Context: an optimization exercise on an open-source flow, tuned for small area. The choices shown serve that exercise and are no tape-out recipe. RTL that was checked went through simulation tests only; none was proved equivalent to the original. The RTL of run 2 was laid out without a check of its function. Power figures rest on the tool's default switching activity, not on a simulated workload.

## flow/config.mk

```make
export PLATFORM = sky130hd
export DESIGN_NAME = car_dashboard_top
export DESIGN_NICKNAME = car_dashboard_top
export VERILOG_FILES = /design/flow/design.v
export SDC_FILE = /design/flow/constraint.sdc
export NUM_CORES = 4
export LEC_CHECK = 0
export ABC_AREA = 1
export ABC_CLOCK_PERIOD_IN_PS = 120000
export CAP_MARGIN = 20
export CORE_MARGIN = 2
export CORE_UTILIZATION = 60
export SLEW_MARGIN = 20
```

## flow/constraint.sdc

```tcl
create_clock -name core_clock -period 120.0 [get_ports {clk_50mhz}]
set_input_delay 24.0000 -clock core_clock [delete_from_list [all_inputs] [get_ports {clk_50mhz}]]
set_output_delay 24.0000 -clock core_clock [all_outputs]
set_load 0.01 [all_outputs]
```

## flow/design.v

```verilog
module car_dashboard_top (
    input  wire clk_50mhz,
    input  wire dip_sw8_reset,
    input  wire [5:0] dip_sw_gears,
    input  wire key_accel_n,
    input  wire key_brake_n,
    output wire [7:0] led_rpm,
    output wire [7:0] seg_single,
    output wire [7:0] ar_seg,
    output wire [7:0] ar_sel,
    output wire servo_ctrl,
    output wire piezo_out,
    output wire f_led1_r,
    output wire f_led1_g,
    output wire f_led1_b,
    output wire f_led2_r,
    output wire f_led2_g,
    output wire f_led2_b,
    output wire f_led3_r,
    output wire f_led3_g,
    output wire f_led3_b,
    output wire f_led4_r,
    output wire f_led4_g,
    output wire f_led4_b
);
    wire clk = clk_50mhz;
    wire rst = dip_sw8_reset;
    wire tick_1k, tick_10, sv_h0, sv_h1, sv_h19;
    wire [6:0] c_lo;
    dash_timebase u_tb (
        .clk(clk), .rst(rst), .tick_1k(tick_1k), .tick_10(tick_10), .c_lo(c_lo),
        .sv_h0(sv_h0), .sv_h1(sv_h1), .sv_h19(sv_h19)
    );
    wire a_st, b_st;
    dash_debounce u_acc (.clk(clk), .rst(rst), .tick_1k(tick_1k), .key_n(key_accel_n), .st(a_st));
    dash_debounce u_brk (.clk(clk), .rst(rst), .tick_1k(tick_1k), .key_n(key_brake_n), .st(b_st));
    reg [2:0] gear_sw;
    always @(*) begin
        casez (dip_sw_gears)
            6'b1?????: gear_sw = 3'd6;
            6'b01????: gear_sw = 3'd5;
            6'b001???: gear_sw = 3'd4;
            6'b0001??: gear_sw = 3'd3;
            6'b00001?: gear_sw = 3'd2;
            6'b000001: gear_sw = 3'd1;
            default:   gear_sw = 3'd0;
        endcase
    end
    wire [2:0] gear = rst ? 3'd0 : gear_sw;
    assign seg_single = seg7({1'b0, gear});
    wire [2:0] sp_h;
    wire [3:0] sp_t, sp_o;
    wire [2:0] g_l;
    dash_engine u_eng (
        .clk(clk), .rst(rst), .tick_10(tick_10), .thr(a_st), .brk(b_st), .gear(gear_sw),
        .sp_h(sp_h), .sp_t(sp_t), .sp_o(sp_o), .g_l(g_l)
    );
    wire [12:0] rpm;
    dash_rpm u_rpm (.g(g_l), .sp_h(sp_h), .sp_t(sp_t), .sp_o(sp_o), .rpm(rpm));
    wire [6:0] sv_r;
    wire [8:0] phi;
    wire r5500, r7000;
    dash_rpm_out u_ro (.rpm(rpm), .led(led_rpm), .r5500(r5500), .r7000(r7000), .sv_r(sv_r), .phi(phi));
    assign {f_led1_r, f_led1_g, f_led1_b} = {r5500, ~r7000, ~r5500};
    assign {f_led2_r, f_led2_g, f_led2_b} = {r5500, ~r7000, ~r5500};
    assign {f_led3_r, f_led3_g, f_led3_b} = {r5500, ~r7000, ~r5500};
    assign {f_led4_r, f_led4_g, f_led4_b} = {r5500, ~r7000, ~r5500};
    dash_display u_disp (
        .clk(clk), .rst(rst), .tick_1k(tick_1k), .sp_h(sp_h), .sp_t(sp_t), .sp_o(sp_o),
        .seg(ar_seg), .an(ar_sel)
    );
    assign servo_ctrl = sv_h0 | (sv_h1 & ge8(add8({1'b0, c_lo}, {1'b0, sv_r}, 1'b0), 8'd101)) |
                        (sv_h19 & tick_1k);
    dash_piezo u_pz (.clk(clk), .rst(rst), .phi(phi), .pz(piezo_out));
    function [7:0] add8;
        input [7:0] a;
        input [7:0] b;
        input ci;
        integer i;
        reg c;
        begin
            c = ci;
            for (i = 0; i < 8; i = i + 1) begin
                add8[i] = a[i] ^ b[i] ^ c;
                c = (a[i] & b[i]) | (c & (a[i] | b[i]));
            end
        end
    endfunction
    function ge8;
        input [7:0] a;
        input [7:0] b;
        integer i;
        reg c;
        begin
            c = 1'b1;
            for (i = 0; i < 8; i = i + 1)
                c = (a[i] & ~b[i]) | (c & (a[i] | ~b[i]));
            ge8 = c;
        end
    endfunction
    function [7:0] seg7;
        input [3:0] v;
        begin
            case (v)
                4'd0: seg7 = 8'b0011_1111;
                4'd1: seg7 = 8'b0000_0110;
                4'd2: seg7 = 8'b0101_1011;
                4'd3: seg7 = 8'b0100_1111;
                4'd4: seg7 = 8'b0110_0110;
                4'd5: seg7 = 8'b0110_1101;
                4'd6: seg7 = 8'b0111_1101;
                4'd7: seg7 = 8'b0000_0111;
                4'd8: seg7 = 8'b0111_1111;
                4'd9: seg7 = 8'b0110_1111;
                default: seg7 = 8'b1111_1111;
            endcase
        end
    endfunction
endmodule
module dash_timebase (
    input  wire clk,
    input  wire rst,
    output wire tick_1k,
    output wire tick_10,
    output reg  [6:0] c_lo,
    output wire sv_h0,
    output wire sv_h1,
    output wire sv_h19
);
    reg [4:0] k20;
    reg [2:0] k5;
    assign tick_1k = (c_lo == 7'd0);
    wire k20_last = (k20 == 5'd19);
    wire k5_last = (k5 == 3'd4);
    assign tick_10 = tick_1k & k20_last & k5_last;
    assign sv_h0 = (k20 == 5'd0);
    assign sv_h1 = (k20 == 5'd1);
    assign sv_h19 = k20_last;
    always @(posedge clk or posedge rst) begin
        if (rst) begin
            c_lo <= 7'd100;
            k20  <= 5'd0;
            k5   <= 3'd0;
        end else begin
            c_lo <= tick_1k ? 7'd99 : add7(c_lo, 7'h7f, 1'b0);
            if (tick_1k) begin
                k20 <= k20_last ? 5'd0 : add5(k20, 5'd0, 1'b1);
                if (k20_last)
                    k5 <= k5_last ? 3'd0 : add3(k5, 3'd0, 1'b1);
            end
        end
    end
    function [6:0] add7;
        input [6:0] a;
        input [6:0] b;
        input ci;
        integer i;
        reg c;
        begin
            c = ci;
            for (i = 0; i < 7; i = i + 1) begin
                add7[i] = a[i] ^ b[i] ^ c;
                c = (a[i] & b[i]) | (c & (a[i] | b[i]));
            end
        end
    endfunction
    function [4:0] add5;
        input [4:0] a;
        input [4:0] b;
        input ci;
        integer i;
        reg c;
        begin
            c = ci;
            for (i = 0; i < 5; i = i + 1) begin
                add5[i] = a[i] ^ b[i] ^ c;
                c = (a[i] & b[i]) | (c & (a[i] | b[i]));
            end
        end
    endfunction
    function [2:0] add3;
        input [2:0] a;
        input [2:0] b;
        input ci;
        integer i;
        reg c;
        begin
            c = ci;
            for (i = 0; i < 3; i = i + 1) begin
                add3[i] = a[i] ^ b[i] ^ c;
                c = (a[i] & b[i]) | (c & (a[i] | b[i]));
            end
        end
    endfunction
endmodule
module dash_debounce (
    input  wire clk,
    input  wire rst,
    input  wire tick_1k,
    input  wire key_n,
    output reg  st
);
    reg [1:0] sync;
    reg [2:0] cnt;
    always @(posedge clk or posedge rst) begin
        if (rst) begin
            sync <= 2'b00;
            st   <= 1'b0;
            cnt  <= 3'd0;
        end else begin
            sync <= {sync[0], ~key_n};
            if (tick_1k) begin
                if (sync[1] == st) begin
                    cnt <= 3'd0;
                end else if (cnt == 3'd5) begin
                    st  <= ~st;
                    cnt <= 3'd0;
                end else begin
                    cnt <= add3(cnt, 3'd0, 1'b1);
                end
            end
        end
    end
    function [2:0] add3;
        input [2:0] a;
        input [2:0] b;
        input ci;
        integer i;
        reg c;
        begin
            c = ci;
            for (i = 0; i < 3; i = i + 1) begin
                add3[i] = a[i] ^ b[i] ^ c;
                c = (a[i] & b[i]) | (c & (a[i] | b[i]));
            end
        end
    endfunction
endmodule
module dash_engine (
    input  wire clk,
    input  wire rst,
    input  wire tick_10,
    input  wire thr,
    input  wire brk,
    input  wire [2:0] gear,
    output reg  [2:0] sp_h,
    output reg  [3:0] sp_t,
    output reg  [3:0] sp_o,
    output reg  [2:0] g_l
);
    reg [4:0] d_acc, d_brk;
    reg [2:0] gm_h;
    reg [3:0] gm_t;
    always @(*) begin
        case (gear)
            3'd1: begin d_acc = 5'd2; d_brk = 5'd28; gm_h = 3'd0; gm_t = 4'd3; end
            3'd2: begin d_acc = 5'd3; d_brk = 5'd27; gm_h = 3'd0; gm_t = 4'd7; end
            3'd3: begin d_acc = 5'd4; d_brk = 5'd26; gm_h = 3'd1; gm_t = 4'd3; end
            3'd4: begin d_acc = 5'd5; d_brk = 5'd25; gm_h = 3'd2; gm_t = 4'd0; end
            3'd5: begin d_acc = 5'd6; d_brk = 5'd25; gm_h = 3'd3; gm_t = 4'd0; end
            3'd6: begin d_acc = 5'd6; d_brk = 5'd24; gm_h = 3'd4; gm_t = 4'd0; end
            default: begin d_acc = 5'd0; d_brk = 5'd24; gm_h = 3'd4; gm_t = 4'd0; end
        endcase
    end
    wire [4:0] delta = brk ? d_brk : thr ? d_acc : 5'h1f;
    wire [4:0] ox = add5({1'b0, sp_o}, delta, 1'b0);    
    wire o_neg = ox[4];
    wire o_big = ~ox[4] & ox[3] & (ox[2] | ox[1]);       
    wire [3:0] n_o = o_neg ? add4(ox[3:0], 4'd10, 1'b0) :
                     o_big ? add4(ox[3:0], 4'd6, 1'b0) : ox[3:0];
    wire t_zero = (sp_t == 4'd0);
    wire t_nine = (sp_t == 4'd9);
    wire [3:0] n_t = o_neg ? (t_zero ? 4'd9 : add4(sp_t, 4'hf, 1'b0)) :
                     o_big ? (t_nine ? 4'd0 : add4(sp_t, 4'd0, 1'b1)) : sp_t;
    wire t_bor = o_neg & t_zero;
    wire t_car = o_big & t_nine;
    wire [2:0] n_h = t_bor ? add3(sp_h, 3'h7, 1'b0) :
                     t_car ? add3(sp_h, 3'd0, 1'b1) : sp_h;
    wire below0 = t_bor & (sp_h == 3'd0);                
    wire s_lt_gm = ~ge3(sp_h, gm_h) | ((sp_h == gm_h) & ~ge4(sp_t, gm_t));
    wire [2:0] lim_h = s_lt_gm ? gm_h : 3'd4;
    wire [3:0] lim_t = s_lt_gm ? gm_t : 4'd0;
    wire n_lt_lim = ~ge3(n_h, lim_h) | ((n_h == lim_h) & ~ge4(n_t, lim_t));
    wire clamp_hi = thr & ~brk & ~n_lt_lim;
    always @(posedge clk or posedge rst) begin
        if (rst) begin
            sp_h <= 3'd0;
            sp_t <= 4'd0;
            sp_o <= 4'd0;
            g_l  <= 3'd0;
        end else if (tick_10) begin
            g_l <= gear;
            if (below0) begin
                sp_h <= 3'd0;
                sp_t <= 4'd0;
                sp_o <= 4'd0;
            end else if (clamp_hi) begin
                sp_h <= lim_h;
                sp_t <= lim_t;
                sp_o <= 4'd0;
            end else begin
                sp_h <= n_h;
                sp_t <= n_t;
                sp_o <= n_o;
            end
        end
    end
    function [4:0] add5;
        input [4:0] a;
        input [4:0] b;
        input ci;
        integer i;
        reg c;
        begin
            c = ci;
            for (i = 0; i < 5; i = i + 1) begin
                add5[i] = a[i] ^ b[i] ^ c;
                c = (a[i] & b[i]) | (c & (a[i] | b[i]));
            end
        end
    endfunction
    function [3:0] add4;
        input [3:0] a;
        input [3:0] b;
        input ci;
        integer i;
        reg c;
        begin
            c = ci;
            for (i = 0; i < 4; i = i + 1) begin
                add4[i] = a[i] ^ b[i] ^ c;
                c = (a[i] & b[i]) | (c & (a[i] | b[i]));
            end
        end
    endfunction
    function [2:0] add3;
        input [2:0] a;
        input [2:0] b;
        input ci;
        integer i;
        reg c;
        begin
            c = ci;
            for (i = 0; i < 3; i = i + 1) begin
                add3[i] = a[i] ^ b[i] ^ c;
                c = (a[i] & b[i]) | (c & (a[i] | b[i]));
            end
        end
    endfunction
    function ge4;
        input [3:0] a;
        input [3:0] b;
        integer i;
        reg c;
        begin
            c = 1'b1;
            for (i = 0; i < 4; i = i + 1)
                c = (a[i] & ~b[i]) | (c & (a[i] | ~b[i]));
            ge4 = c;
        end
    endfunction
    function ge3;
        input [2:0] a;
        input [2:0] b;
        integer i;
        reg c;
        begin
            c = 1'b1;
            for (i = 0; i < 3; i = i + 1)
                c = (a[i] & ~b[i]) | (c & (a[i] | ~b[i]));
            ge3 = c;
        end
    endfunction
endmodule
module dash_rpm (
    input  wire [2:0] g,
    input  wire [2:0] sp_h,
    input  wire [3:0] sp_t,
    input  wire [3:0] sp_o,
    output wire [12:0] rpm
);
    wire [21:0] vh = tab_h(g, {1'b0, sp_h});
    wire [21:0] vt = tab_t(g, sp_t);
    wire [18:0] vo = tab_o(g, sp_o);
    wire [10:0] fsum = add11(add11({2'd0, vh[8:0]}, {2'd0, vt[8:0]}, 1'b0), {2'd0, vo[8:0]}, 1'b0);
    wire fc1 = ge11(fsum, 11'd500);
    wire fc2 = ge11(fsum, 11'd1000);
    wire [14:0] rsum = add15(add15({2'd0, vh[21:9]}, {2'd0, vt[21:9]}, fc1), {5'd0, vo[18:9]}, fc2);
    assign rpm = ~ge15(rsum, 15'd800) ? 13'd800 :
                 ge15(rsum, 15'd8001) ? 13'd8000 : rsum[12:0];
    function [21:0] tab_h;
        input [2:0] g;
        input [3:0] d;
        begin
            case ({g, d})
                {3'd1, 4'd0}: tab_h = {13'd0, 9'd0};
                {3'd1, 4'd1}: tab_h = {13'd8001, 9'd0};
                {3'd1, 4'd2}: tab_h = {13'd8001, 9'd0};
                {3'd1, 4'd3}: tab_h = {13'd8001, 9'd0};
                {3'd1, 4'd4}: tab_h = {13'd8001, 9'd0};
                {3'd2, 4'd0}: tab_h = {13'd0, 9'd0};
                {3'd2, 4'd1}: tab_h = {13'd5387, 9'd200};
                {3'd2, 4'd2}: tab_h = {13'd8001, 9'd400};
                {3'd2, 4'd3}: tab_h = {13'd8001, 9'd100};
                {3'd2, 4'd4}: tab_h = {13'd8001, 9'd300};
                {3'd3, 4'd0}: tab_h = {13'd0, 9'd0};
                {3'd3, 4'd1}: tab_h = {13'd3468, 9'd300};
                {3'd3, 4'd2}: tab_h = {13'd6937, 9'd100};
                {3'd3, 4'd3}: tab_h = {13'd8001, 9'd400};
                {3'd3, 4'd4}: tab_h = {13'd8001, 9'd200};
                {3'd4, 4'd0}: tab_h = {13'd0, 9'd0};
                {3'd4, 4'd1}: tab_h = {13'd2460, 9'd0};
                {3'd4, 4'd2}: tab_h = {13'd4920, 9'd0};
                {3'd4, 4'd3}: tab_h = {13'd7380, 9'd0};
                {3'd4, 4'd4}: tab_h = {13'd8001, 9'd0};
                {3'd5, 4'd0}: tab_h = {13'd0, 9'd0};
                {3'd5, 4'd1}: tab_h = {13'd2041, 9'd400};
                {3'd5, 4'd2}: tab_h = {13'd4083, 9'd300};
                {3'd5, 4'd3}: tab_h = {13'd6125, 9'd200};
                {3'd5, 4'd4}: tab_h = {13'd8001, 9'd100};
                {3'd6, 4'd0}: tab_h = {13'd0, 9'd0};
                {3'd6, 4'd1}: tab_h = {13'd1771, 9'd100};
                {3'd6, 4'd2}: tab_h = {13'd3542, 9'd200};
                {3'd6, 4'd3}: tab_h = {13'd5313, 9'd300};
                {3'd6, 4'd4}: tab_h = {13'd7084, 9'd400};
                default: tab_h = 22'd0;
            endcase
        end
    endfunction
    function [21:0] tab_t;
        input [2:0] g;
        input [3:0] d;
        begin
            case ({g, d})
                {3'd1, 4'd0}: tab_t = {13'd0, 9'd0};
                {3'd1, 4'd1}: tab_t = {13'd885, 9'd300};
                {3'd1, 4'd2}: tab_t = {13'd1771, 9'd100};
                {3'd1, 4'd3}: tab_t = {13'd2656, 9'd400};
                {3'd1, 4'd4}: tab_t = {13'd3542, 9'd200};
                {3'd1, 4'd5}: tab_t = {13'd4428, 9'd0};
                {3'd1, 4'd6}: tab_t = {13'd5313, 9'd300};
                {3'd1, 4'd7}: tab_t = {13'd6199, 9'd100};
                {3'd1, 4'd8}: tab_t = {13'd7084, 9'd400};
                {3'd1, 4'd9}: tab_t = {13'd7970, 9'd200};
                {3'd2, 4'd0}: tab_t = {13'd0, 9'd0};
                {3'd2, 4'd1}: tab_t = {13'd538, 9'd370};
                {3'd2, 4'd2}: tab_t = {13'd1077, 9'd240};
                {3'd2, 4'd3}: tab_t = {13'd1616, 9'd110};
                {3'd2, 4'd4}: tab_t = {13'd2154, 9'd480};
                {3'd2, 4'd5}: tab_t = {13'd2693, 9'd350};
                {3'd2, 4'd6}: tab_t = {13'd3232, 9'd220};
                {3'd2, 4'd7}: tab_t = {13'd3771, 9'd90};
                {3'd2, 4'd8}: tab_t = {13'd4309, 9'd460};
                {3'd2, 4'd9}: tab_t = {13'd4848, 9'd330};
                {3'd3, 4'd0}: tab_t = {13'd0, 9'd0};
                {3'd3, 4'd1}: tab_t = {13'd346, 9'd430};
                {3'd3, 4'd2}: tab_t = {13'd693, 9'd360};
                {3'd3, 4'd3}: tab_t = {13'd1040, 9'd290};
                {3'd3, 4'd4}: tab_t = {13'd1387, 9'd220};
                {3'd3, 4'd5}: tab_t = {13'd1734, 9'd150};
                {3'd3, 4'd6}: tab_t = {13'd2081, 9'd80};
                {3'd3, 4'd7}: tab_t = {13'd2428, 9'd10};
                {3'd3, 4'd8}: tab_t = {13'd2774, 9'd440};
                {3'd3, 4'd9}: tab_t = {13'd3121, 9'd370};
                {3'd4, 4'd0}: tab_t = {13'd0, 9'd0};
                {3'd4, 4'd1}: tab_t = {13'd246, 9'd0};
                {3'd4, 4'd2}: tab_t = {13'd492, 9'd0};
                {3'd4, 4'd3}: tab_t = {13'd738, 9'd0};
                {3'd4, 4'd4}: tab_t = {13'd984, 9'd0};
                {3'd4, 4'd5}: tab_t = {13'd1230, 9'd0};
                {3'd4, 4'd6}: tab_t = {13'd1476, 9'd0};
                {3'd4, 4'd7}: tab_t = {13'd1722, 9'd0};
                {3'd4, 4'd8}: tab_t = {13'd1968, 9'd0};
                {3'd4, 4'd9}: tab_t = {13'd2214, 9'd0};
                {3'd5, 4'd0}: tab_t = {13'd0, 9'd0};
                {3'd5, 4'd1}: tab_t = {13'd204, 9'd90};
                {3'd5, 4'd2}: tab_t = {13'd408, 9'd180};
                {3'd5, 4'd3}: tab_t = {13'd612, 9'd270};
                {3'd5, 4'd4}: tab_t = {13'd816, 9'd360};
                {3'd5, 4'd5}: tab_t = {13'd1020, 9'd450};
                {3'd5, 4'd6}: tab_t = {13'd1225, 9'd40};
                {3'd5, 4'd7}: tab_t = {13'd1429, 9'd130};
                {3'd5, 4'd8}: tab_t = {13'd1633, 9'd220};
                {3'd5, 4'd9}: tab_t = {13'd1837, 9'd310};
                {3'd6, 4'd0}: tab_t = {13'd0, 9'd0};
                {3'd6, 4'd1}: tab_t = {13'd177, 9'd60};
                {3'd6, 4'd2}: tab_t = {13'd354, 9'd120};
                {3'd6, 4'd3}: tab_t = {13'd531, 9'd180};
                {3'd6, 4'd4}: tab_t = {13'd708, 9'd240};
                {3'd6, 4'd5}: tab_t = {13'd885, 9'd300};
                {3'd6, 4'd6}: tab_t = {13'd1062, 9'd360};
                {3'd6, 4'd7}: tab_t = {13'd1239, 9'd420};
                {3'd6, 4'd8}: tab_t = {13'd1416, 9'd480};
                {3'd6, 4'd9}: tab_t = {13'd1594, 9'd40};
                default: tab_t = 22'd0;
            endcase
        end
    endfunction
    function [18:0] tab_o;
        input [2:0] g;
        input [3:0] d;
        begin
            case ({g, d})
                {3'd1, 4'd0}: tab_o = {10'd0, 9'd0};
                {3'd1, 4'd1}: tab_o = {10'd88, 9'd280};
                {3'd1, 4'd2}: tab_o = {10'd177, 9'd60};
                {3'd1, 4'd3}: tab_o = {10'd265, 9'd340};
                {3'd1, 4'd4}: tab_o = {10'd354, 9'd120};
                {3'd1, 4'd5}: tab_o = {10'd442, 9'd400};
                {3'd1, 4'd6}: tab_o = {10'd531, 9'd180};
                {3'd1, 4'd7}: tab_o = {10'd619, 9'd460};
                {3'd1, 4'd8}: tab_o = {10'd708, 9'd240};
                {3'd1, 4'd9}: tab_o = {10'd797, 9'd20};
                {3'd2, 4'd0}: tab_o = {10'd0, 9'd0};
                {3'd2, 4'd1}: tab_o = {10'd53, 9'd437};
                {3'd2, 4'd2}: tab_o = {10'd107, 9'd374};
                {3'd2, 4'd3}: tab_o = {10'd161, 9'd311};
                {3'd2, 4'd4}: tab_o = {10'd215, 9'd248};
                {3'd2, 4'd5}: tab_o = {10'd269, 9'd185};
                {3'd2, 4'd6}: tab_o = {10'd323, 9'd122};
                {3'd2, 4'd7}: tab_o = {10'd377, 9'd59};
                {3'd2, 4'd8}: tab_o = {10'd430, 9'd496};
                {3'd2, 4'd9}: tab_o = {10'd484, 9'd433};
                {3'd3, 4'd0}: tab_o = {10'd0, 9'd0};
                {3'd3, 4'd1}: tab_o = {10'd34, 9'd343};
                {3'd3, 4'd2}: tab_o = {10'd69, 9'd186};
                {3'd3, 4'd3}: tab_o = {10'd104, 9'd29};
                {3'd3, 4'd4}: tab_o = {10'd138, 9'd372};
                {3'd3, 4'd5}: tab_o = {10'd173, 9'd215};
                {3'd3, 4'd6}: tab_o = {10'd208, 9'd58};
                {3'd3, 4'd7}: tab_o = {10'd242, 9'd401};
                {3'd3, 4'd8}: tab_o = {10'd277, 9'd244};
                {3'd3, 4'd9}: tab_o = {10'd312, 9'd87};
                {3'd4, 4'd0}: tab_o = {10'd0, 9'd0};
                {3'd4, 4'd1}: tab_o = {10'd24, 9'd300};
                {3'd4, 4'd2}: tab_o = {10'd49, 9'd100};
                {3'd4, 4'd3}: tab_o = {10'd73, 9'd400};
                {3'd4, 4'd4}: tab_o = {10'd98, 9'd200};
                {3'd4, 4'd5}: tab_o = {10'd123, 9'd0};
                {3'd4, 4'd6}: tab_o = {10'd147, 9'd300};
                {3'd4, 4'd7}: tab_o = {10'd172, 9'd100};
                {3'd4, 4'd8}: tab_o = {10'd196, 9'd400};
                {3'd4, 4'd9}: tab_o = {10'd221, 9'd200};
                {3'd5, 4'd0}: tab_o = {10'd0, 9'd0};
                {3'd5, 4'd1}: tab_o = {10'd20, 9'd209};
                {3'd5, 4'd2}: tab_o = {10'd40, 9'd418};
                {3'd5, 4'd3}: tab_o = {10'd61, 9'd127};
                {3'd5, 4'd4}: tab_o = {10'd81, 9'd336};
                {3'd5, 4'd5}: tab_o = {10'd102, 9'd45};
                {3'd5, 4'd6}: tab_o = {10'd122, 9'd254};
                {3'd5, 4'd7}: tab_o = {10'd142, 9'd463};
                {3'd5, 4'd8}: tab_o = {10'd163, 9'd172};
                {3'd5, 4'd9}: tab_o = {10'd183, 9'd381};
                {3'd6, 4'd0}: tab_o = {10'd0, 9'd0};
                {3'd6, 4'd1}: tab_o = {10'd17, 9'd356};
                {3'd6, 4'd2}: tab_o = {10'd35, 9'd212};
                {3'd6, 4'd3}: tab_o = {10'd53, 9'd68};
                {3'd6, 4'd4}: tab_o = {10'd70, 9'd424};
                {3'd6, 4'd5}: tab_o = {10'd88, 9'd280};
                {3'd6, 4'd6}: tab_o = {10'd106, 9'd136};
                {3'd6, 4'd7}: tab_o = {10'd123, 9'd492};
                {3'd6, 4'd8}: tab_o = {10'd141, 9'd348};
                {3'd6, 4'd9}: tab_o = {10'd159, 9'd204};
                default: tab_o = 19'd0;
            endcase
        end
    endfunction
    function [10:0] add11;
        input [10:0] a;
        input [10:0] b;
        input ci;
        integer i;
        reg c;
        begin
            c = ci;
            for (i = 0; i < 11; i = i + 1) begin
                add11[i] = a[i] ^ b[i] ^ c;
                c = (a[i] & b[i]) | (c & (a[i] | b[i]));
            end
        end
    endfunction
    function [14:0] add15;
        input [14:0] a;
        input [14:0] b;
        input ci;
        integer i;
        reg c;
        begin
            c = ci;
            for (i = 0; i < 15; i = i + 1) begin
                add15[i] = a[i] ^ b[i] ^ c;
                c = (a[i] & b[i]) | (c & (a[i] | b[i]));
            end
        end
    endfunction
    function ge11;
        input [10:0] a;
        input [10:0] b;
        integer i;
        reg c;
        begin
            c = 1'b1;
            for (i = 0; i < 11; i = i + 1)
                c = (a[i] & ~b[i]) | (c & (a[i] | ~b[i]));
            ge11 = c;
        end
    endfunction
    function ge15;
        input [14:0] a;
        input [14:0] b;
        integer i;
        reg c;
        begin
            c = 1'b1;
            for (i = 0; i < 15; i = i + 1)
                c = (a[i] & ~b[i]) | (c & (a[i] | ~b[i]));
            ge15 = c;
        end
    endfunction
endmodule
module dash_rpm_out (
    input  wire [12:0] rpm,
    output wire [7:0] led,
    output wire r5500,
    output wire r7000,
    output wire [6:0] sv_r,
    output wire [8:0] phi
);
    assign r5500 = ge13(rpm, 13'd5500);
    assign r7000 = ge13(rpm, 13'd7000);
    assign led = {ge13(rpm, 13'd7800), ge13(rpm, 13'd7200), ge13(rpm, 13'd6500), r5500,
                  ge13(rpm, 13'd4000), ge13(rpm, 13'd2500), ge13(rpm, 13'd1000), 1'b1};
    reg [7:0] a;
    reg [2:0] r;
    integer i;
    always @(*) begin
        r = 3'd0;
        for (i = 7; i >= 0; i = i - 1) begin
            {a[i], r} = step5({r, rpm[5 + i]});
        end
    end
    wire [7:0] b = {r, rpm[4:0]};
    wire b80 = (r == 3'd4) | (r == 3'd3) | ((r == 3'd2) & rpm[4]);
    assign sv_r = {a[5:0], b80};
    assign phi = add9(add9({a[5:0], 3'd0}, {3'd0, a[5:0]}, 1'b0), {5'd0, ninth(b)}, 1'b0);
    function [3:0] step5;
        input [3:0] v;
        begin
            case (v)
                4'd0: step5 = {1'b0, 3'd0};
                4'd1: step5 = {1'b0, 3'd1};
                4'd2: step5 = {1'b0, 3'd2};
                4'd3: step5 = {1'b0, 3'd3};
                4'd4: step5 = {1'b0, 3'd4};
                4'd5: step5 = {1'b1, 3'd0};
                4'd6: step5 = {1'b1, 3'd1};
                4'd7: step5 = {1'b1, 3'd2};
                4'd8: step5 = {1'b1, 3'd3};
                4'd9: step5 = {1'b1, 3'd4};
                default: step5 = 4'bxxxx;
            endcase
        end
    endfunction
    function [3:0] ninth;
        input [7:0] b;
        begin
            case (b)
                8'd0: ninth = 4'd0;
                8'd1: ninth = 4'd0;
                8'd2: ninth = 4'd0;
                8'd3: ninth = 4'd0;
                8'd4: ninth = 4'd0;
                8'd5: ninth = 4'd0;
                8'd6: ninth = 4'd0;
                8'd7: ninth = 4'd0;
                8'd8: ninth = 4'd0;
                8'd9: ninth = 4'd0;
                8'd10: ninth = 4'd0;
                8'd11: ninth = 4'd0;
                8'd12: ninth = 4'd0;
                8'd13: ninth = 4'd0;
                8'd14: ninth = 4'd0;
                8'd15: ninth = 4'd0;
                8'd16: ninth = 4'd0;
                8'd17: ninth = 4'd0;
                8'd18: ninth = 4'd1;
                8'd19: ninth = 4'd1;
                8'd20: ninth = 4'd1;
                8'd21: ninth = 4'd1;
                8'd22: ninth = 4'd1;
                8'd23: ninth = 4'd1;
                8'd24: ninth = 4'd1;
                8'd25: ninth = 4'd1;
                8'd26: ninth = 4'd1;
                8'd27: ninth = 4'd1;
                8'd28: ninth = 4'd1;
                8'd29: ninth = 4'd1;
                8'd30: ninth = 4'd1;
                8'd31: ninth = 4'd1;
                8'd32: ninth = 4'd1;
                8'd33: ninth = 4'd1;
                8'd34: ninth = 4'd1;
                8'd35: ninth = 4'd1;
                8'd36: ninth = 4'd2;
                8'd37: ninth = 4'd2;
                8'd38: ninth = 4'd2;
                8'd39: ninth = 4'd2;
                8'd40: ninth = 4'd2;
                8'd41: ninth = 4'd2;
                8'd42: ninth = 4'd2;
                8'd43: ninth = 4'd2;
                8'd44: ninth = 4'd2;
                8'd45: ninth = 4'd2;
                8'd46: ninth = 4'd2;
                8'd47: ninth = 4'd2;
                8'd48: ninth = 4'd2;
                8'd49: ninth = 4'd2;
                8'd50: ninth = 4'd2;
                8'd51: ninth = 4'd2;
                8'd52: ninth = 4'd2;
                8'd53: ninth = 4'd2;
                8'd54: ninth = 4'd3;
                8'd55: ninth = 4'd3;
                8'd56: ninth = 4'd3;
                8'd57: ninth = 4'd3;
                8'd58: ninth = 4'd3;
                8'd59: ninth = 4'd3;
                8'd60: ninth = 4'd3;
                8'd61: ninth = 4'd3;
                8'd62: ninth = 4'd3;
                8'd63: ninth = 4'd3;
                8'd64: ninth = 4'd3;
                8'd65: ninth = 4'd3;
                8'd66: ninth = 4'd3;
                8'd67: ninth = 4'd3;
                8'd68: ninth = 4'd3;
                8'd69: ninth = 4'd3;
                8'd70: ninth = 4'd3;
                8'd71: ninth = 4'd3;
                8'd72: ninth = 4'd4;
                8'd73: ninth = 4'd4;
                8'd74: ninth = 4'd4;
                8'd75: ninth = 4'd4;
                8'd76: ninth = 4'd4;
                8'd77: ninth = 4'd4;
                8'd78: ninth = 4'd4;
                8'd79: ninth = 4'd4;
                8'd80: ninth = 4'd4;
                8'd81: ninth = 4'd4;
                8'd82: ninth = 4'd4;
                8'd83: ninth = 4'd4;
                8'd84: ninth = 4'd4;
                8'd85: ninth = 4'd4;
                8'd86: ninth = 4'd4;
                8'd87: ninth = 4'd4;
                8'd88: ninth = 4'd4;
                8'd89: ninth = 4'd5;
                8'd90: ninth = 4'd5;
                8'd91: ninth = 4'd5;
                8'd92: ninth = 4'd5;
                8'd93: ninth = 4'd5;
                8'd94: ninth = 4'd5;
                8'd95: ninth = 4'd5;
                8'd96: ninth = 4'd5;
                8'd97: ninth = 4'd5;
                8'd98: ninth = 4'd5;
                8'd99: ninth = 4'd5;
                8'd100: ninth = 4'd5;
                8'd101: ninth = 4'd5;
                8'd102: ninth = 4'd5;
                8'd103: ninth = 4'd5;
                8'd104: ninth = 4'd5;
                8'd105: ninth = 4'd5;
                8'd106: ninth = 4'd5;
                8'd107: ninth = 4'd6;
                8'd108: ninth = 4'd6;
                8'd109: ninth = 4'd6;
                8'd110: ninth = 4'd6;
                8'd111: ninth = 4'd6;
                8'd112: ninth = 4'd6;
                8'd113: ninth = 4'd6;
                8'd114: ninth = 4'd6;
                8'd115: ninth = 4'd6;
                8'd116: ninth = 4'd6;
                8'd117: ninth = 4'd6;
                8'd118: ninth = 4'd6;
                8'd119: ninth = 4'd6;
                8'd120: ninth = 4'd6;
                8'd121: ninth = 4'd6;
                8'd122: ninth = 4'd6;
                8'd123: ninth = 4'd6;
                8'd124: ninth = 4'd6;
                8'd125: ninth = 4'd7;
                8'd126: ninth = 4'd7;
                8'd127: ninth = 4'd7;
                8'd128: ninth = 4'd7;
                8'd129: ninth = 4'd7;
                8'd130: ninth = 4'd7;
                8'd131: ninth = 4'd7;
                8'd132: ninth = 4'd7;
                8'd133: ninth = 4'd7;
                8'd134: ninth = 4'd7;
                8'd135: ninth = 4'd7;
                8'd136: ninth = 4'd7;
                8'd137: ninth = 4'd7;
                8'd138: ninth = 4'd7;
                8'd139: ninth = 4'd7;
                8'd140: ninth = 4'd7;
                8'd141: ninth = 4'd7;
                8'd142: ninth = 4'd7;
                8'd143: ninth = 4'd8;
                8'd144: ninth = 4'd8;
                8'd145: ninth = 4'd8;
                8'd146: ninth = 4'd8;
                8'd147: ninth = 4'd8;
                8'd148: ninth = 4'd8;
                8'd149: ninth = 4'd8;
                8'd150: ninth = 4'd8;
                8'd151: ninth = 4'd8;
                8'd152: ninth = 4'd8;
                8'd153: ninth = 4'd8;
                8'd154: ninth = 4'd8;
                8'd155: ninth = 4'd8;
                8'd156: ninth = 4'd8;
                8'd157: ninth = 4'd8;
                8'd158: ninth = 4'd8;
                8'd159: ninth = 4'd8;
                default: ninth = 4'd0;
            endcase
        end
    endfunction
    function [8:0] add9;
        input [8:0] a;
        input [8:0] b;
        input ci;
        integer i;
        reg c;
        begin
            c = ci;
            for (i = 0; i < 9; i = i + 1) begin
                add9[i] = a[i] ^ b[i] ^ c;
                c = (a[i] & b[i]) | (c & (a[i] | b[i]));
            end
        end
    endfunction
    function ge13;
        input [12:0] a;
        input [12:0] b;
        integer i;
        reg c;
        begin
            c = 1'b1;
            for (i = 0; i < 13; i = i + 1)
                c = (a[i] & ~b[i]) | (c & (a[i] | ~b[i]));
            ge13 = c;
        end
    endfunction
endmodule
module dash_display (
    input  wire clk,
    input  wire rst,
    input  wire tick_1k,
    input  wire [2:0] sp_h,
    input  wire [3:0] sp_t,
    input  wire [3:0] sp_o,
    output wire [7:0] seg,
    output wire [7:0] an
);
    reg [1:0] disp;
    reg [3:0] dig;
    wire [3:0] d_sel = (disp == 2'd1) ? sp_t : (disp == 2'd2) ? sp_o : {1'b0, sp_h};
    always @(posedge clk or posedge rst) begin
        if (rst) begin
            disp <= 2'd0;
            dig  <= 4'd15;
        end else if (tick_1k) begin
            disp <= (disp == 2'd3) ? 2'd1 : add2(disp, 2'd0, 1'b1);
            dig  <= d_sel;
        end
    end
    assign seg = seg7(dig);
    assign an = {disp != 2'd3, disp != 2'd2, disp != 2'd1, 5'b11111};
    function [1:0] add2;
        input [1:0] a;
        input [1:0] b;
        input ci;
        integer i;
        reg c;
        begin
            c = ci;
            for (i = 0; i < 2; i = i + 1) begin
                add2[i] = a[i] ^ b[i] ^ c;
                c = (a[i] & b[i]) | (c & (a[i] | b[i]));
            end
        end
    endfunction
    function [7:0] seg7;
        input [3:0] v;
        begin
            case (v)
                4'd0: seg7 = 8'b0011_1111;
                4'd1: seg7 = 8'b0000_0110;
                4'd2: seg7 = 8'b0101_1011;
                4'd3: seg7 = 8'b0100_1111;
                4'd4: seg7 = 8'b0110_0110;
                4'd5: seg7 = 8'b0110_1101;
                4'd6: seg7 = 8'b0111_1101;
                4'd7: seg7 = 8'b0000_0111;
                4'd8: seg7 = 8'b0111_1111;
                4'd9: seg7 = 8'b0110_1111;
                default: seg7 = 8'b1111_1111;
            endcase
        end
    endfunction
endmodule
module dash_piezo (
    input  wire clk,
    input  wire rst,
    input  wire [8:0] phi,
    output reg  pz
);
    reg [9:0] pc;
    reg [8:0] qr;
    reg       pp;
    always @(posedge clk or posedge rst) begin
        if (rst) begin
            pc <= 10'd0;
            qr <= 9'd450;
            pp <= 1'b0;
            pz <= 1'b0;
        end else begin
            pz <= pz ^ pp;
            pp <= ~pp & ~ge9(qr, phi);
            if (pp) begin
                pc <= 10'd0;
                qr <= 9'd450;
            end else begin
                pc <= add10(pc, 10'd0, 1'b1);
                qr <= add9(qr, ~{6'd0, q_step(pc)}, 1'b1);
            end
        end
    end
    function [2:0] q_step;
        input [9:0] c;
        begin
            case (c)
                10'd98: q_step = 3'd5;
                10'd99: q_step = 3'd5;
                10'd100: q_step = 3'd5;
                10'd101: q_step = 3'd5;
                10'd102: q_step = 3'd4;
                10'd103: q_step = 3'd5;
                10'd104: q_step = 3'd4;
                10'd105: q_step = 3'd5;
                10'd106: q_step = 3'd4;
                10'd107: q_step = 3'd4;
                10'd108: q_step = 3'd4;
                10'd109: q_step = 3'd4;
                10'd110: q_step = 3'd4;
                10'd111: q_step = 3'd4;
                10'd112: q_step = 3'd4;
                10'd113: q_step = 3'd3;
                10'd114: q_step = 3'd4;
                10'd115: q_step = 3'd4;
                10'd116: q_step = 3'd3;
                10'd117: q_step = 3'd4;
                10'd118: q_step = 3'd3;
                10'd119: q_step = 3'd4;
                10'd120: q_step = 3'd3;
                10'd121: q_step = 3'd3;
                10'd122: q_step = 3'd3;
                10'd123: q_step = 3'd4;
                10'd124: q_step = 3'd3;
                10'd125: q_step = 3'd3;
                10'd126: q_step = 3'd3;
                10'd127: q_step = 3'd3;
                10'd128: q_step = 3'd3;
                10'd129: q_step = 3'd3;
                10'd130: q_step = 3'd3;
                10'd131: q_step = 3'd2;
                10'd132: q_step = 3'd3;
                10'd133: q_step = 3'd3;
                10'd134: q_step = 3'd3;
                10'd135: q_step = 3'd2;
                10'd136: q_step = 3'd3;
                10'd137: q_step = 3'd2;
                10'd138: q_step = 3'd3;
                10'd139: q_step = 3'd2;
                10'd140: q_step = 3'd3;
                10'd141: q_step = 3'd2;
                10'd142: q_step = 3'd3;
                10'd143: q_step = 3'd2;
                10'd144: q_step = 3'd2;
                10'd145: q_step = 3'd3;
                10'd146: q_step = 3'd2;
                10'd147: q_step = 3'd2;
                10'd148: q_step = 3'd2;
                10'd149: q_step = 3'd3;
                10'd150: q_step = 3'd2;
                10'd151: q_step = 3'd2;
                10'd152: q_step = 3'd2;
                10'd153: q_step = 3'd2;
                10'd154: q_step = 3'd2;
                10'd155: q_step = 3'd2;
                10'd156: q_step = 3'd2;
                10'd157: q_step = 3'd2;
                10'd158: q_step = 3'd2;
                10'd159: q_step = 3'd2;
                10'd160: q_step = 3'd2;
                10'd161: q_step = 3'd2;
                10'd162: q_step = 3'd1;
                10'd163: q_step = 3'd2;
                10'd164: q_step = 3'd2;
                10'd165: q_step = 3'd2;
                10'd166: q_step = 3'd2;
                10'd167: q_step = 3'd1;
                10'd168: q_step = 3'd2;
                10'd169: q_step = 3'd2;
                10'd170: q_step = 3'd1;
                10'd171: q_step = 3'd2;
                10'd172: q_step = 3'd2;
                10'd173: q_step = 3'd1;
                10'd174: q_step = 3'd2;
                10'd175: q_step = 3'd2;
                10'd176: q_step = 3'd1;
                10'd177: q_step = 3'd2;
                10'd178: q_step = 3'd1;
                10'd179: q_step = 3'd2;
                10'd180: q_step = 3'd1;
                10'd181: q_step = 3'd2;
                10'd182: q_step = 3'd1;
                10'd183: q_step = 3'd2;
                10'd184: q_step = 3'd1;
                10'd185: q_step = 3'd2;
                10'd186: q_step = 3'd1;
                10'd187: q_step = 3'd1;
                10'd188: q_step = 3'd2;
                10'd189: q_step = 3'd1;
                10'd190: q_step = 3'd1;
                10'd191: q_step = 3'd2;
                10'd192: q_step = 3'd1;
                10'd193: q_step = 3'd1;
                10'd194: q_step = 3'd2;
                10'd195: q_step = 3'd1;
                10'd196: q_step = 3'd1;
                10'd197: q_step = 3'd1;
                10'd198: q_step = 3'd2;
                10'd199: q_step = 3'd1;
                10'd200: q_step = 3'd1;
                10'd201: q_step = 3'd1;
                10'd202: q_step = 3'd2;
                10'd203: q_step = 3'd1;
                10'd204: q_step = 3'd1;
                10'd205: q_step = 3'd1;
                10'd206: q_step = 3'd1;
                10'd207: q_step = 3'd1;
                10'd208: q_step = 3'd2;
                10'd209: q_step = 3'd1;
                10'd210: q_step = 3'd1;
                10'd211: q_step = 3'd1;
                10'd212: q_step = 3'd1;
                10'd213: q_step = 3'd1;
                10'd214: q_step = 3'd1;
                10'd215: q_step = 3'd1;
                10'd216: q_step = 3'd1;
                10'd217: q_step = 3'd1;
                10'd218: q_step = 3'd1;
                10'd219: q_step = 3'd1;
                10'd220: q_step = 3'd1;
                10'd221: q_step = 3'd1;
                10'd222: q_step = 3'd1;
                10'd223: q_step = 3'd1;
                10'd224: q_step = 3'd1;
                10'd225: q_step = 3'd1;
                10'd226: q_step = 3'd1;
                10'd227: q_step = 3'd1;
                10'd228: q_step = 3'd1;
                10'd229: q_step = 3'd1;
                10'd230: q_step = 3'd1;
                10'd231: q_step = 3'd1;
                10'd232: q_step = 3'd1;
                10'd233: q_step = 3'd1;
                10'd234: q_step = 3'd1;
                10'd236: q_step = 3'd1;
                10'd237: q_step = 3'd1;
                10'd238: q_step = 3'd1;
                10'd239: q_step = 3'd1;
                10'd240: q_step = 3'd1;
                10'd241: q_step = 3'd1;
                10'd243: q_step = 3'd1;
                10'd244: q_step = 3'd1;
                10'd245: q_step = 3'd1;
                10'd246: q_step = 3'd1;
                10'd248: q_step = 3'd1;
                10'd249: q_step = 3'd1;
                10'd250: q_step = 3'd1;
                10'd251: q_step = 3'd1;
                10'd253: q_step = 3'd1;
                10'd254: q_step = 3'd1;
                10'd255: q_step = 3'd1;
                10'd257: q_step = 3'd1;
                10'd258: q_step = 3'd1;
                10'd259: q_step = 3'd1;
                10'd261: q_step = 3'd1;
                10'd262: q_step = 3'd1;
                10'd263: q_step = 3'd1;
                10'd265: q_step = 3'd1;
                10'd266: q_step = 3'd1;
                10'd268: q_step = 3'd1;
                10'd269: q_step = 3'd1;
                10'd271: q_step = 3'd1;
                10'd272: q_step = 3'd1;
                10'd274: q_step = 3'd1;
                10'd275: q_step = 3'd1;
                10'd277: q_step = 3'd1;
                10'd278: q_step = 3'd1;
                10'd280: q_step = 3'd1;
                10'd282: q_step = 3'd1;
                10'd283: q_step = 3'd1;
                10'd285: q_step = 3'd1;
                10'd287: q_step = 3'd1;
                10'd288: q_step = 3'd1;
                10'd290: q_step = 3'd1;
                10'd292: q_step = 3'd1;
                10'd293: q_step = 3'd1;
                10'd295: q_step = 3'd1;
                10'd297: q_step = 3'd1;
                10'd299: q_step = 3'd1;
                10'd301: q_step = 3'd1;
                10'd302: q_step = 3'd1;
                10'd304: q_step = 3'd1;
                10'd306: q_step = 3'd1;
                10'd308: q_step = 3'd1;
                10'd310: q_step = 3'd1;
                10'd312: q_step = 3'd1;
                10'd314: q_step = 3'd1;
                10'd316: q_step = 3'd1;
                10'd318: q_step = 3'd1;
                10'd320: q_step = 3'd1;
                10'd322: q_step = 3'd1;
                10'd324: q_step = 3'd1;
                10'd326: q_step = 3'd1;
                10'd329: q_step = 3'd1;
                10'd331: q_step = 3'd1;
                10'd333: q_step = 3'd1;
                10'd335: q_step = 3'd1;
                10'd338: q_step = 3'd1;
                10'd340: q_step = 3'd1;
                10'd342: q_step = 3'd1;
                10'd345: q_step = 3'd1;
                10'd347: q_step = 3'd1;
                10'd350: q_step = 3'd1;
                10'd352: q_step = 3'd1;
                10'd355: q_step = 3'd1;
                10'd357: q_step = 3'd1;
                10'd360: q_step = 3'd1;
                10'd362: q_step = 3'd1;
                10'd365: q_step = 3'd1;
                10'd368: q_step = 3'd1;
                10'd371: q_step = 3'd1;
                10'd373: q_step = 3'd1;
                10'd376: q_step = 3'd1;
                10'd379: q_step = 3'd1;
                10'd382: q_step = 3'd1;
                10'd385: q_step = 3'd1;
                10'd388: q_step = 3'd1;
                10'd391: q_step = 3'd1;
                10'd394: q_step = 3'd1;
                10'd398: q_step = 3'd1;
                10'd401: q_step = 3'd1;
                10'd404: q_step = 3'd1;
                10'd407: q_step = 3'd1;
                10'd411: q_step = 3'd1;
                10'd414: q_step = 3'd1;
                10'd418: q_step = 3'd1;
                10'd421: q_step = 3'd1;
                10'd425: q_step = 3'd1;
                10'd429: q_step = 3'd1;
                10'd432: q_step = 3'd1;
                10'd436: q_step = 3'd1;
                10'd440: q_step = 3'd1;
                10'd444: q_step = 3'd1;
                10'd448: q_step = 3'd1;
                10'd452: q_step = 3'd1;
                10'd456: q_step = 3'd1;
                10'd460: q_step = 3'd1;
                10'd465: q_step = 3'd1;
                10'd469: q_step = 3'd1;
                10'd474: q_step = 3'd1;
                10'd478: q_step = 3'd1;
                10'd483: q_step = 3'd1;
                10'd488: q_step = 3'd1;
                10'd493: q_step = 3'd1;
                10'd498: q_step = 3'd1;
                10'd503: q_step = 3'd1;
                10'd508: q_step = 3'd1;
                10'd513: q_step = 3'd1;
                10'd518: q_step = 3'd1;
                10'd524: q_step = 3'd1;
                default: q_step = 3'd0;
            endcase
        end
    endfunction
    function [9:0] add10;
        input [9:0] a;
        input [9:0] b;
        input ci;
        integer i;
        reg c;
        begin
            c = ci;
            for (i = 0; i < 10; i = i + 1) begin
                add10[i] = a[i] ^ b[i] ^ c;
                c = (a[i] & b[i]) | (c & (a[i] | b[i]));
            end
        end
    endfunction
    function [8:0] add9;
        input [8:0] a;
        input [8:0] b;
        input ci;
        integer i;
        reg c;
        begin
            c = ci;
            for (i = 0; i < 9; i = i + 1) begin
                add9[i] = a[i] ^ b[i] ^ c;
                c = (a[i] & b[i]) | (c & (a[i] | b[i]));
            end
        end
    endfunction
    function ge9;
        input [8:0] a;
        input [8:0] b;
        integer i;
        reg c;
        begin
            c = 1'b1;
            for (i = 0; i < 9; i = i + 1)
                c = (a[i] & ~b[i]) | (c & (a[i] | ~b[i]));
            ge9 = c;
        end
    endfunction
endmodule
```

## flow/run.sh

```bash
#!/bin/bash
# synth_recipe.tcl (not shown) runs the flow's synth.tcl, then flattens the netlist and writes it again
# the make line also repeats each setting of config.mk as NAME=value (left out here)
make -C /OpenROAD-flow-scripts/flow DESIGN_CONFIG=/design/flow/config.mk WORK_HOME=/design/flow/orfs CLKGATE_MAP_FILE= SYNTH_SCRIPT=/design/flow/synth_recipe.tcl finish
```

==> results of run 1 <==
per-stage QoR:
stage / hold WS (ns) / power, mW
2_1_floorplan: 0.331 / 0.0249
3_3_place_gp: 0.334 / 0.0258
3_5_place_dp: 0.356 / 0.0259
4_1_cts: 0.369 / 0.0507
5_1_grt: 0.374 / 0.0518
6_report: 0.366 / 0.0501
layer usage:
metal,vias up,global-route usage (%),part of all wire (%),wire (µm)
li1,5425,-,-,-
met1,5209,42.6,41,12900
met2,563,54.1,47,14900
met3,91,4.04,8.1,2560
met4,0,12.3,3.4,1080
met5,-,0,0,0
power groups by stage:
stage	clock (mW)	combinational (mW)	sequential, mW
6_report	0.0247	0.00241	0.0231
3_3_place_gp	0	0.00232	0.0234
2_1_floorplan	0	0.00150	0.0234
4_1_cts	0.0252	0.00242	0.0231
5_1_grt	0.0261	0.00271	0.0231
3_5_place_dp	0	0.00241	0.0235
kinds of logic (layout without fill, tap and decap cells):
logic type / Yosys count / count (layout) / share of synthesized area, %
simple gates: 672 / 672 / 27.3
compound gates: 387 / 387 / 21.2
buf+inv: 361 / 353 / 13.3
fa+ha+maj: 156 / 156 / 21.5
flops: 68 / 68 / 15.7
xor+xnor: 12 / 12 / 0.965
other cells: 2 / 7 / 0.0689
state kept, by name, summed over array words and instances (netlist names), 2 cells and up:
register	cells
u_tb.k5	3
u_brk.sync	2
u_eng.g_l	3
u_acc.cnt	3
u_pz.qr	9
u_disp.dig	4
u_brk.cnt	3
u_eng.sp_o	4
u_tb.c_lo	7
u_pz.pc	10
u_eng.sp_t	4
u_tb.k20	5
u_eng.sp_h	3
u_disp.disp	2
u_acc.sync	2
cell type report:
cell class / instances / area [µm²] / area share, %
multi-input combinational: 1234 / 7750 / 66.6
sequential: 68 / 1720 / 14.7
inverter: 280 / 1050 / 9.03
timing repair buffer: 57 / 548 / 4.71
tap: 229 / 287 / 2.46
clock buffer: 12 / 256 / 2.20
clock inverter: 4 / 23.8 / 0.204
synth_stat cells, types with 10 or more instances:
| cell type | count |
|---|---|
| o22ai_1 | 14 |
| fa_1 | 52 |
| o211ai_1 | 25 |
| o21ai_0 | 165 |
| clkbuf_1 | 48 |
| o221ai_1 | 11 |
| inv_1 | 261 |
| a31oi_1 | 15 |
| dfrtp_1 | 57 |
| dfstp_2 | 11 |
| nor2_1 | 194 |
| nor3_1 | 23 |
| or2_2 | 15 |
| a21oi_1 | 89 |
| buf_4 | 24 |
| nand2_2 | 13 |
| inv_2 | 15 |
| ha_1 | 104 |
| nand3_1 | 92 |
| nand4_1 | 10 |
| nand2_1 | 287 |
cell usage in the layout, fill, tap and decap left out, drive strengths merged, types with 9 or more instances in the layout:
master | synthesis | layout
nand2 | 301 | 301
inv | 276 | 276
nor2 | 204 | 204
o21ai | 167 | 167
ha | 104 | 104
nand3 | 99 | 99
a21oi | 90 | 90
dfrtp | 57 | 57
fa | 52 | 52
clkdlybuf4s50 | 0 | 48
o211ai | 25 | 25
nor3 | 25 | 25
or2 | 17 | 17
a31oi | 15 | 15
o22ai | 14 | 14
nand4 | 14 | 14
clkbuf | 48 | 12
o221ai | 11 | 11
dfstp | 11 | 11
o32ai | 9 | 9
buf | 33 | 9
path summary, 6_finish.rpt:
check / from / end / slack [ns] / cells after the start
max: dip_sw_gears[5] / seg_single[3] / 69.28 / 11
min: u_brk.sync[0] / u_brk.sync[1] / 0.37 / 0
max reg2reg: u_eng.sp_t[3] / u_pz.pp / 103.32 / 70
min reg2reg: u_brk.sync[0] / u_brk.sync[1] / 0.37 / 0
max in group asynchronous: dip_sw8_reset / u_eng.sp_o[1] / 95.04 / 3
min in group asynchronous: dip_sw8_reset / u_eng.g_l[0] / 23.97 / 2
==> flow_metrics.py, run 1 <==
metrics = {
    "status": {
        "outcome": "timing/DRC/antenna clean",
    },
    "layout": {
        "area_growth_syn_to_layout_pct": 6.79,
        "nNetsFinal": 1816,
        "num_antenna_cells": 0,
        "nFillCells": 1724,
        "layout_utilization_pct": 65.0,
        "drive_above_1_share_pct": 6.59,
        "post-route-cell-area_um2": 11600,
        "layout.cells.non_filler": 1884,
    },
    "power": {
        "design_internal_power_mw": 0.0390,
        "switching_share_pct": 22.2,
        "vdd_drop_max_uv": 6.56,
        "clockPowerShare_pct": 49.2,
        "leakagePower_nw": 5.84,
        "power.density_cell_area_nw_per_um2": 4.31,
        "power.share.combinational_pct": 4.8,
        "relative_contribution_of_sequential_cells_to_total_power_pct": 46.0,
        "p_switching_mw": 0.0111,
    },
    "place": {
        "dpl.cell_count": 1868,
        "io_buffers": 48,
        "gpl.final_weighted_congestion": 0.977,
        "detailed_place_hpwl_um": 24200,
        "place_worst_setup_slack_ns": 69.30,
        "placedInstanceArea_um2": 11400,
    },
    "global_routing": {
        "globalRouteOverflowTotal": 0,
        "antenna_found_initial": 0,
        "grt_util_all_layers_pct": 32.2,
        "grt_pass1_vias": 10300,
        "grt_max_degree": 62,
        "global_route_wire_length_before_repair_um": 51400,
    },
    "detailed_routing": {
        "avgViaCountPerCell": 5.99,
        "drt_drc_violations_left": 0,
        "drt_pass1_iterations": 6,
        "post_drt_wl_per_cell_um": 16.7,
        "detail_route.iter0.violations": 1000,
        "via_count": 11300,
        "drt.antenna.violating_nets": 0,
        "postRouteWirelength_um": 31400,
    },
    "synthesis": {
        "synth.lib_cells_used.distinct": 59,
        "yosys_warnings": 8,
        "most_used_flip_flop_cell_after_synthesis": "dfrtp_1",
        "synth-edff-count": 0,
        "post-synth-top-area-fraction_pct": 13.1,
        "syn-cell-area_um2": 10900,
        "ys_async_sr_fraction_pct": 100,
        "netlist_top_cells_area": "dfrtp_1 13%, ha_1 12%, nand2_1 9.9%, fa_1 9.6%, inv_1 9.0%",
        "post-synth-top-area-cell": "dfrtp_1",
        "synth_sequential_area_ratio_pct": 15.7,
        "number_of_storage_elements_in_the_synthesis_netlist": 68,
        "syn_avg_cell_area_um2": 6.57,
        "post_synthesis_instance_total": 1658,
    },
    "setup_path": {
        "crit_path_max_incr_delay_ns": 0.54,
        "critPathBufInv": 4,
        "critical-path-top-delay-family": "buffers and inverters",
        "setup.worst_path.end_class": "primary output",
        "cp.arrival_ns": 26.72,
        "worst-path-max-fanout": 5,
        "worst_ep_required_time_ns": 96.00,
        "worst-setup-path-type": "primary input to primary output",
        "critical_path.startpoint_type": "primary input",
        "ordered_list_of_cells_on_the_worst_path": "clkdlybuf4s50_1, inv_1, nand2_1, nor2_1, a21oi_1, nor2_1, inv_1, ha_1, or2_2, nand2_1, clkdlybuf4s50_1",
        "slowest_stage": "clkdlybuf4s50_1",
    },
    "die": {
        "rows": 49,
        "top_level_ports": 56,
        "core_area_um2": 17900,
        "die_area_um2": 19300,
        "chipHeight_um": 139,
        "die_width_um": 139,
        "floorplan.initialDensity_pct": 60.9,
    },
    "clocking": {
        "tritoncts": "yes",
        "cts-buffers-inserted": 9,
        "cts.path.max_buffers": 2,
        "cts-resized-gates": 0,
        "clk_transition_reported_paths_ns": 0.05,
        "holdBufCountCts": 0,
        "cts_sinks": 68,
        "clock-root-buffer": "clkbuf_16",
        "setup_fix_bufs_post_cts": 0,
        "clk-insertion-delay-late_ns": 0.34,
        "h_tree_level_count": 3,
    },
    "timing": {
        "report.final.hold_viol_count": 0,
        "clock.fmax_mhz": 19.7,
        "slew_viol_final": 0,
        "finalClockSkew_ns": 0.00634,
        "setup_violations": 0,
        "finalWorstPathRequiredPeriod_ns": 50.72,
        "timing.slew.headroom_pct": 40.2,
        "final.setup.tns_ns": 0,
        "grt_setup_unrepaired": "no",
        "tightest_slew_ns": 0.895,
        "min_period_over_period_pct": 42.3,
        "postLayoutSetupSlackWorst_ns": 69.28,
    },
    "min_path": {
        "hold_path.class": "flop to flop",
    },
    "flow_run": {
        "timing.max_cap.violations": 0,
    },
}
==> run 2: changes to the inputs <==
--- a/flow/design.v
+++ b/flow/design.v
@@ -212,29 +212,15 @@
             if (tick_1k) begin
                 if (sync[1] == st) begin
                     cnt <= 3'd0;
-                end else if (cnt == 3'd5) begin
+                end else if (cnt == 3'b100) begin
                     st  <= ~st;
                     cnt <= 3'd0;
                 end else begin
-                    cnt <= add3(cnt, 3'd0, 1'b1);
+                    cnt <= {cnt[1:0], ~cnt[2]};
                 end
             end
         end
     end
-    function [2:0] add3;
-        input [2:0] a;
-        input [2:0] b;
-        input ci;
-        integer i;
-        reg c;
-        begin
-            c = ci;
-            for (i = 0; i < 3; i = i + 1) begin
-                add3[i] = a[i] ^ b[i] ^ c;
-                c = (a[i] & b[i]) | (c & (a[i] | b[i]));
-            end
-        end
-    endfunction
 endmodule
 module dash_engine (
     input  wire clk,
@@ -386,7 +372,7 @@
     wire fc1 = ge11(fsum, 11'd500);
     wire fc2 = ge11(fsum, 11'd1000);
     wire [14:0] rsum = add15(add15({2'd0, vh[21:9]}, {2'd0, vt[21:9]}, fc1), {5'd0, vo[18:9]}, fc2);
-    assign rpm = ~ge15(rsum, 15'd800) ? 13'd800 :
+    assign rpm = (g == 3'd0) | ~ge15(rsum, 15'd800) ? 13'd800 :
                  ge15(rsum, 15'd8001) ? 13'd8000 : rsum[12:0];
     function [21:0] tab_h;
         input [2:0] g;
@@ -423,7 +409,7 @@
                 {3'd6, 4'd2}: tab_h = {13'd3542, 9'd200};
                 {3'd6, 4'd3}: tab_h = {13'd5313, 9'd300};
                 {3'd6, 4'd4}: tab_h = {13'd7084, 9'd400};
-                default: tab_h = 22'd0;
+                default: tab_h = 22'bx;
             endcase
         end
     endfunction
@@ -492,7 +478,7 @@
                 {3'd6, 4'd7}: tab_t = {13'd1239, 9'd420};
                 {3'd6, 4'd8}: tab_t = {13'd1416, 9'd480};
                 {3'd6, 4'd9}: tab_t = {13'd1594, 9'd40};
-                default: tab_t = 22'd0;
+                default: tab_t = 22'bx;
             endcase
         end
     endfunction
@@ -561,7 +547,7 @@
                 {3'd6, 4'd7}: tab_o = {10'd123, 9'd492};
                 {3'd6, 4'd8}: tab_o = {10'd141, 9'd348};
                 {3'd6, 4'd9}: tab_o = {10'd159, 9'd204};
-                default: tab_o = 19'd0;
+                default: tab_o = 19'bx;
             endcase
         end
     endfunction
==> flow/flow/run.sh (new file) <==
#!/bin/bash
# Layout flow: the standard flow (standard.sh) with two changes to its
# synthesis, both in the combinational mapping only (registers untouched):
#  - yosys extract_fa is skipped, so adders are mapped by ABC like the rest
#    of the logic instead of being forced onto fa/ha cells;
#  - the final ABC mapping uses flow/abc_area.script (AIG resynthesis with
#    &deepsyn for up to 2 minutes, then area-recovery mapping with &nf)
#    instead of ORFS's abc_area.script.
# Everything else (floorplan, placement, CTS, routing, finishing) is
# standard.sh unchanged. Each tool's output goes to a log file here.
set -euo pipefail
W=$(pwd)
ABC_SCRIPT="$W/flow/abc_area.script"

# synthesis script: synth_recipe.tcl with the two overrides inserted before
# it sources ORFS's synth.tcl
{
  head -n 1 synth_recipe.tcl
  cat <<EOS
proc extract_fa {args} { puts "flow: extract_fa skipped" }
proc abc {args} {
  set i [lsearch -exact \$args -script]
  if {\$i >= 0} { set args [lreplace \$args [expr {\$i + 1}] [expr {\$i + 1}] $ABC_SCRIPT] }
  set i [lsearch -exact \$args -D]
  if {\$i >= 0} { set args [lreplace \$args \$i [expr {\$i + 1}]] }
  puts "flow: abc \$args"
  yosys abc {*}\$args
}
EOS
  tail -n +2 synth_recipe.tcl
} > flow_synth.tcl

sed "s|SYNTH_SCRIPT=[^ ]*|SYNTH_SCRIPT=$W/flow_synth.tcl|" standard.sh > flow_standard.sh
grep -q "SYNTH_SCRIPT=$W/flow_synth.tcl" flow_standard.sh

bash flow_standard.sh > flow_make.log 2>&1
==> flow/flow/abc_area.script (new file) <==
strash
&get -n
&fraig -x
&deepsyn -T 120 -S 1
&dch -f
&nf -R 1000 -p
&put
==> flow/standard.sh (new file) <==
#!/bin/bash
# synth_recipe.tcl (not shown) runs the flow's synth.tcl, then flattens the netlist and writes it again
# the make line also repeats each setting of config.mk as NAME=value (left out here)
make -C /OpenROAD-flow-scripts/flow DESIGN_CONFIG=/design/flow/config.mk WORK_HOME=/design/flow/orfs CLKGATE_MAP_FILE= SYNTH_SCRIPT=/design/flow/synth_recipe.tcl "${@:-finish}"
--- a/flow/config.mk
+++ b/flow/config.mk
@@ -6,8 +6,9 @@
 export NUM_CORES = 4
 export LEC_CHECK = 0
 export ABC_AREA = 1
-export ABC_CLOCK_PERIOD_IN_PS = 120000
 export CAP_MARGIN = 20
 export CORE_MARGIN = 2
 export CORE_UTILIZATION = 60
+export CTS_BUF_LIST = sky130_fd_sc_hd__clkbuf_4 sky130_fd_sc_hd__clkbuf_8
+export CTS_CLUSTER_SIZE = 20
 export SLEW_MARGIN = 20
removed: flow/run.sh
==> run 2 against run 1 <==
- global-route usage up 0.98 points
- via count down 22%
- sequential power up 18%
- register-to-register slack worse by 0.64 ns
- area after synthesis down 27%
- first-iteration DRC count up 16%
- final cell count down 27%
- final area down 24%
- maximum frequency up 0.29%
- hold slack worse by 0.015 ns
- wire length down 25%
- count of clock-buffer cells in the layout down 3
==> flow_metrics.py, run 2 <==
metrics = {
    "status": {
        "outcome": "timing/DRC/antenna clean",
    },
    "global_routing": {
        "globalRouteOverflowTotal": 0,
        "grt_pass1_vias": 7972,
        "grt_max_degree": 73,
        "global_route_wire_length_before_repair_um": 38700,
        "antenna_found_initial": 0,
        "grt_util_all_layers_pct": 33.1,
    },
    "synthesis": {
        "netlist_top_cells_area": "dfrtp_1 18%, nor2_1 7.9%, xnor2_1 7.8%, nand2_1 7.6%, o21ai_0 5.4%",
        "syn-cell-area_um2": 7900,
        "most_used_flip_flop_cell_after_synthesis": "dfrtp_1",
        "post-synth-top-area-cell": "dfrtp_1",
        "synth-edff-count": 0,
        "ys_async_sr_fraction_pct": 100,
        "synth.lib_cells_used.distinct": 62,
        "number_of_storage_elements_in_the_synthesis_netlist": 68,
        "post_synthesis_instance_total": 1142,
        "syn_avg_cell_area_um2": 6.92,
        "synth_sequential_area_ratio_pct": 21.7,
        "yosys_warnings": 8,
        "most_repeated_cell_in_the_gate_level_netlist_after_synthesis": "nor2_1",
        "post-synth-top-area-fraction_pct": 18.0,
        "synth_common_cells": "167 x nor2_1, 161 x nand2_1, 85 x o21ai_0, 81 x a21oi_1, 70 x xnor2_1",
    },
    "detailed_routing": {
        "avgViaCountPerCell": 6.39,
        "wl_met1_um": 10000,
        "met3_wirelength_um": 2160,
        "drt_pass1_iterations": 7,
        "drt_drc_violations_left": 0,
        "via_count": 8795,
        "highest_layer": "met4",
        "post_drt_wl_per_cell_um": 17.2,
        "drt.antenna.violating_nets": 0,
        "postRouteWirelength_um": 23700,
        "detail_route.iter0.violations": 1161,
        "detailroute.wirelength.met2_um": 10600,
    },
    "clocking": {
        "h_tree_level_count": 3,
        "clk-insertion-delay-late_ns": 0.35,
        "cts_sinks": 68,
        "tritoncts": "yes",
        "holdBufCountCts": 0,
        "cts.path.max_buffers": 2,
        "clock-root-buffer": "clkbuf_8",
        "clk_transition_reported_paths_ns": 0.07,
        "cts-resized-gates": 0,
        "setup_fix_bufs_post_cts": 0,
        "cts-buffers-inserted": 9,
    },
    "timing": {
        "finalWorstPathRequiredPeriod_ns": 50.58,
        "whs_ns": 0.352,
        "timing.slew.headroom_pct": 14.9,
        "clock.fmax_mhz": 19.8,
        "final.setup.tns_ns": 0,
        "tightest_slew_ns": 1.24,
        "slew_viol_final": 0,
        "postLayoutSetupSlackWorst_ns": 69.42,
        "min_period_over_period_pct": 42.1,
        "setup_violations": 0,
        "report.final.hold_viol_count": 0,
        "finalClockSkew_ns": 0.0112,
        "grt_setup_unrepaired": "no",
    },
    "flow_run": {
        "timing.max_cap.violations": 0,
    },
    "die": {
        "core_area_um2": 12700,
        "die_area_um2": 14100,
        "rows": 41,
        "top_level_ports": 56,
        "chipHeight_um": 119,
        "floorplan.initialDensity_pct": 62.1,
        "die_width_um": 119,
    },
    "min_path": {
        "hold_path.class": "flop to flop",
    },
    "setup_path": {
        "worst_ep_required_time_ns": 96.00,
        "cp.arrival_ns": 26.58,
        "setup.worst_path.end_class": "primary output",
        "worst-setup-path-type": "primary input to primary output",
        "critical_path.startpoint_type": "primary input",
        "worst-path-max-fanout": 6,
    },
    "power": {
        "vdd_drop_max_uv": 6.59,
        "power.total_mw": 0.0938,
        "leakagePower_nw": 3.34,
        "power.density_cell_area_nw_per_um2": 10.7,
    },
    "place": {
        "place_worst_setup_slack_ns": 69.45,
        "detailed_place_hpwl_um": 17900,
        "gpl.final_weighted_congestion": 0.988,
        "io_buffers": 48,
    },
    "layout": {
        "max_ffs_per_register": 10,
        "nNetsFinal": 1209,
        "final_cell_mix": "167 x nor2_1, 161 x nand2_1, 85 x o21ai_0, 81 x a21oi_1, 70 x xnor2_1",
        "area_growth_syn_to_layout_pct": 11.3,
        "reg_top3": "u_pz.pc x10, u_pz.qr x9, u_tb.c_lo x7",
        "max_flop_register": "u_pz.pc",
        "commonest_non_fill_non_tap_cell_in_the_layout": "nor2_1",
        "num_antenna_cells": 0,
        "drive_above_1_share_pct": 3.74,
    },
}
==> run 2: kinds of logic after synthesis <==
logic type               synth area share (%)
flip-flops                               21.7
other                                  0.0950
XOR/XNOR                                 11.4
buffers and inverters                    4.04
multiplexers                            0.396
AO/OA/AOI/OAI                            28.2
adder cells (fa/ha/maj)                  2.79
AND/OR/NAND/NOR                          31.3
==> run 2: final timing paths <==
path / startpoint / end / slack, ns / cells past startpoint
hold reg to reg: u_acc.sync[0] / u_acc.sync[1] / 0.35 / 0
setup reg to reg: u_eng.g_l[2] / u_pz.pp / 102.68 / 71
hold / removal: u_acc.sync[0] / u_acc.sync[1] / 0.35 / 0
max in group asynchronous: dip_sw8_reset / u_tb.c_lo[3] / 95.19 / 3
setup / recovery: dip_sw_gears[4] / seg_single[3] / 69.42 / 9
min in group asynchronous: dip_sw8_reset / u_eng.sp_t[1] / 24.24 / 3
==> run 2: routing by layer <==
metal | vias up | GRT usage (%)
li1 | 4240 | -
met3 | 94 | 6.03
met4 | 0 | 10.6
met5 | - | 0
met2 | 463 | 53.3
met1 | 3998 | 45.0
==> run 2: where the power goes <==
part           total (mW)  internal (mW)  leakage, nW  switching (mW)
Sequential         0.0272         0.0239        0.815         0.00329
Combinational      0.0457         0.0192         2.41          0.0265
Clock              0.0209         0.0118        0.110         0.00909
==> run 2: metrics by stage <==
stage	instance area, µm²	util (%)	instances
after floorplan	7920	-	1147
after global placement	8570	67.4	1360
after detailed placement	8570	67.4	1360
after CTS	8790	69.1	1376
after global routing	8790	69.1	1376
final	8790	69.1	1376
==> run 2: final cells by class <==
cell class	instances	area (µm²)
fill	1161	3930
clock buffer	9	124
clock inverter	7	98.8
inverter	39	146
multi-input combinational	1017	5890
sequential	68	1720
tap	172	215
timing repair buffer	64	601
==> run 2: critical path, cell delays in order <==
cell,delay (ns)
clkdlybuf4s50_1,0.51
or3_1,0.45
nor3_1,0.40
nand2_1,0.20
and2_0,0.21
nand2_1,0.06
nand2_1,0.07
nand2b_1,0.19
clkdlybuf4s50_1,0.50
